From an optimization exercise on the open Yosys and OpenROAD flow, aimed at small area; shortcuts taken in it are not production practice. In this exercise RTL edits were held to simulation tests only and were not proved equivalent to the original.

Design sid_filter, start of the top module:
module sid_filter (
    input  logic               clk,
    input  logic               rst,
    input  logic [4:0]         cycle,
    input  logic [31:0]        freg,
    input  logic               cfg_model,
    input  logic [8:0]         cfg_fc_base,
    input  logic signed [10:0] cfg_fc_offset,
    input  logic signed [21:0] voice_i,
    output logic signed [19:0] audio_o
);
Settings: LEC_CHECK=0, ABC_AREA=1, CAP_MARGIN=20, CORE_MARGIN=2, CORE_UTILIZATION=65, PLACE_DENSITY=0.75, SLEW_MARGIN=20, SYNTH_MEMORY_MAX_BITS=32768; clock period 18.0 ns.
standard.sh (not shown) runs the stock make flow with config.mk's settings and CLKGATE_MAP_FILE= SYNTH_SCRIPT=/design/flow/synth_recipe.tcl, a recipe that flattens the netlist after the stock synthesis.
==> flow/flow/run.sh <==
#!/bin/bash
# Own layout flow: the standard synthesis, then
#  - resynth.sh re-maps the combinational cells with an area-oriented ABC
#    script (registers, full and half adders untouched),
#  - fixfa.py removes inverters between full adders (choosing each full
#    adder's polarity; the logic and the registers stay the same),
#  - ports are buffered with the smallest buffer (buf_1),
# then the standard layout from the synthesized netlist on.
set -euo pipefail
R=orfs/results/${FLOW_PLATFORM}/sid_filter/base
LIB=$FLOW_HOME/platforms/${FLOW_PLATFORM}/lib/sky130_fd_sc_hd__tt_025C_1v80.lib
bash standard.sh synth > synth.log 2>&1
cp $R/1_2_yosys.v $R/1_2_yosys_orig.v
bash flow/resynth.sh $LIB $R/1_2_yosys_orig.v $R/1_2_yosys_rs.v flow/resynth.abc > resynth.log 2>&1
python3 flow/fixfa.py $R/1_2_yosys_rs.v $R/1_2_yosys_fixfa.v > fixfa.log 2>&1
cp $R/1_2_yosys_fixfa.v $R/1_2_yosys.v
touch $R/1_2_yosys.v
export BUFFER_PORTS_ARGS="-buffer_cell sky130_fd_sc_hd__buf_1"
bash standard.sh > layout.log 2>&1
==> flow/flow/resynth.abc <==
&get -n
&st
&dch -f
&nf -R 1000 -p
&put
topo
stime -c
==> flow/flow/resynth.sh <==
#!/bin/bash
# Re-maps the combinational logic of a synthesized netlist with an
# area-oriented ABC script.  Flip-flops, full and half adders stay as they
# are (black boxes, same instance names); every other cell is read as its
# liberty function and mapped again.
# Usage: resynth.sh LIB in.v out.v abc_script
set -euo pipefail
LIB=$1; IN=$2; OUT=$3; SCR=$4
YOSYS=$(command -v yosys || echo "$FLOW_HOME/../tools/install/yosys/bin/yosys")
DU="-dont_use *lpflow* -dont_use *probe* -dont_use *clkbuf* -dont_use *clkinv* -dont_use *dlygate* -dont_use *dlymetal* -dont_use *clkdly*"
"$YOSYS" -p "read_liberty -ignore_miss_func $LIB; read_verilog $IN; hierarchy -top $FLOW_TOP; \
  blackbox sky130_fd_sc_hd__fa_* sky130_fd_sc_hd__ha_* sky130_fd_sc_hd__df* sky130_fd_sc_hd__edf* sky130_fd_sc_hd__conb_*; \
  flatten; rename -hide w:*.*; opt_clean -purge; abc -liberty $LIB $DU -D ${FLOW_PERIOD_NS}000 -script $SCR; opt_clean; \
  hilomap -singleton -hicell sky130_fd_sc_hd__conb_1 HI -locell sky130_fd_sc_hd__conb_1 LO; \
  splitnets; opt_clean -purge; stat -liberty $LIB; write_verilog -noattr -nohex -nodec $OUT"
Other scripts of this flow, unchanged in this note and not shown: flow/flow/fixfa.py
The baseline completed with no timing, DRC or antenna violations.
Rerun with:
==> flow/flow/run.sh (replaced) <==
#!/bin/bash
# Own layout flow: the standard synthesis, then
#  - fixfa.py removes inverters between full adders (choosing each full
#    adder's polarity; the logic and the registers stay the same),
#  - ports are buffered with the smallest buffer (buf_1),
# then the standard layout from the synthesized netlist on.
set -euo pipefail
R=orfs/results/${FLOW_PLATFORM}/sid_filter/base
bash standard.sh synth > synth.log 2>&1
python3 flow/fixfa.py $R/1_2_yosys.v $R/1_2_yosys_fixfa.v > fixfa.log 2>&1
cp $R/1_2_yosys.v $R/1_2_yosys_orig.v
cp $R/1_2_yosys_fixfa.v $R/1_2_yosys.v
touch $R/1_2_yosys.v
export BUFFER_PORTS_ARGS="-buffer_cell sky130_fd_sc_hd__buf_1"
bash standard.sh > layout.log 2>&1
removed: flow/flow/resynth.abc
removed: flow/flow/resynth.sh
What happened:
- clock-buffer cell count rises by 1
- cell count rises by roughly a tenth
- wire length rises by a few percent
- setup slack degrades by 180 ps
- fmax falls slightly
- utilization falls by 2.5 points
- via count rises by a few percent
- first-iteration DRC count rises by a few percent
Rerun with:
--- a/flow/flow/run.sh
+++ b/flow/flow/run.sh
@@ -1,4 +1,6 @@
 #!/bin/bash
 # Own layout flow: the standard synthesis, then
+#  - resynth.sh re-maps the combinational cells with an area-oriented ABC
+#    script (registers and full adders untouched),
 #  - fixfa.py removes inverters between full adders (choosing each full
 #    adder's polarity; the logic and the registers stay the same),
@@ -7,7 +9,9 @@
 set -euo pipefail
 R=orfs/results/${FLOW_PLATFORM}/sid_filter/base
+LIB=$FLOW_HOME/platforms/${FLOW_PLATFORM}/lib/sky130_fd_sc_hd__tt_025C_1v80.lib
 bash standard.sh synth > synth.log 2>&1
-python3 flow/fixfa.py $R/1_2_yosys.v $R/1_2_yosys_fixfa.v > fixfa.log 2>&1
 cp $R/1_2_yosys.v $R/1_2_yosys_orig.v
+bash flow/resynth.sh $LIB $R/1_2_yosys_orig.v $R/1_2_yosys_rs.v flow/resynth.abc > resynth.log 2>&1
+python3 flow/fixfa.py $R/1_2_yosys_rs.v $R/1_2_yosys_fixfa.v > fixfa.log 2>&1
 cp $R/1_2_yosys_fixfa.v $R/1_2_yosys.v
 touch $R/1_2_yosys.v
==> flow/flow/resynth.abc (new file) <==
&get -n
&st
&dch -f
&nf -R 1000 -p
&put
topo
stime -c
==> flow/flow/resynth.sh (new file) <==
#!/bin/bash
# Re-maps the combinational logic of a synthesized netlist with an
# area-oriented ABC script.  Flip-flops and full adders stay as they are
# (black boxes, same instance names); every other cell, half adders
# included, is read as its liberty function and mapped again.
# Usage: resynth.sh LIB in.v out.v abc_script
set -euo pipefail
LIB=$1; IN=$2; OUT=$3; SCR=$4
YOSYS=$(command -v yosys || echo "$FLOW_HOME/../tools/install/yosys/bin/yosys")
DU="-dont_use *lpflow* -dont_use *probe* -dont_use *clkbuf* -dont_use *clkinv* -dont_use *dlygate* -dont_use *dlymetal* -dont_use *clkdly*"
"$YOSYS" -p "read_liberty -ignore_miss_func $LIB; read_verilog $IN; hierarchy -top $FLOW_TOP; \
  blackbox sky130_fd_sc_hd__fa_* sky130_fd_sc_hd__df* sky130_fd_sc_hd__edf* sky130_fd_sc_hd__conb_*; \
  flatten; rename -hide w:*.*; opt_clean -purge; abc -liberty $LIB $DU -D ${FLOW_PERIOD_NS}000 -script $SCR; opt_clean; \
  hilomap -singleton -hicell sky130_fd_sc_hd__conb_1 HI -locell sky130_fd_sc_hd__conb_1 LO; \
  splitnets; opt_clean -purge; stat -liberty $LIB; write_verilog -noattr -nohex -nodec $OUT"
The new run went through all stages and came out clean.
Synthesized area shrinks by roughly a tenth.
Routed wire length shrinks slightly.
Die area shrinks by roughly a tenth.
Via count shrinks slightly.

## what the ideal ports hide
Ports are ideal in the flow. The routed layouts listed here were re-timed in OpenROAD. Step 1 assumes that a clkbuf_16 drives the clock port and a buf_2 every other input. Step 2 moves the port delays by t, midway between the first and last clock arrival at a register: inputs arrive t later, outputs are due t later. That takes back most of the time a late clock gives input paths. Slacks: no drivers / after step 1 / after step 2; pairs: no drivers / after step 1.
| run | t (ns) | setup slack, ns | hold slack, ns | worst setup path at the end | worst data-port slew with drivers (ns) |
|---|---|---|---|---|---|
| the first run | 0.511 | 1.014 / 1.014 / 1.014 | 0.451 / 0.451 / 0.451 | register to register | 0.10 |
| the second run | 0.512 | 0.836 / 0.836 / 0.836 | 0.473 / 0.473 / 0.473 | register to register | 0.05 |
| the third run | 0.512 | 0.723 / 0.723 / 0.723 | 0.453 / 0.453 / 0.453 | register to register | 0.05 |
After both steps setup and hold are still met in every run listed.
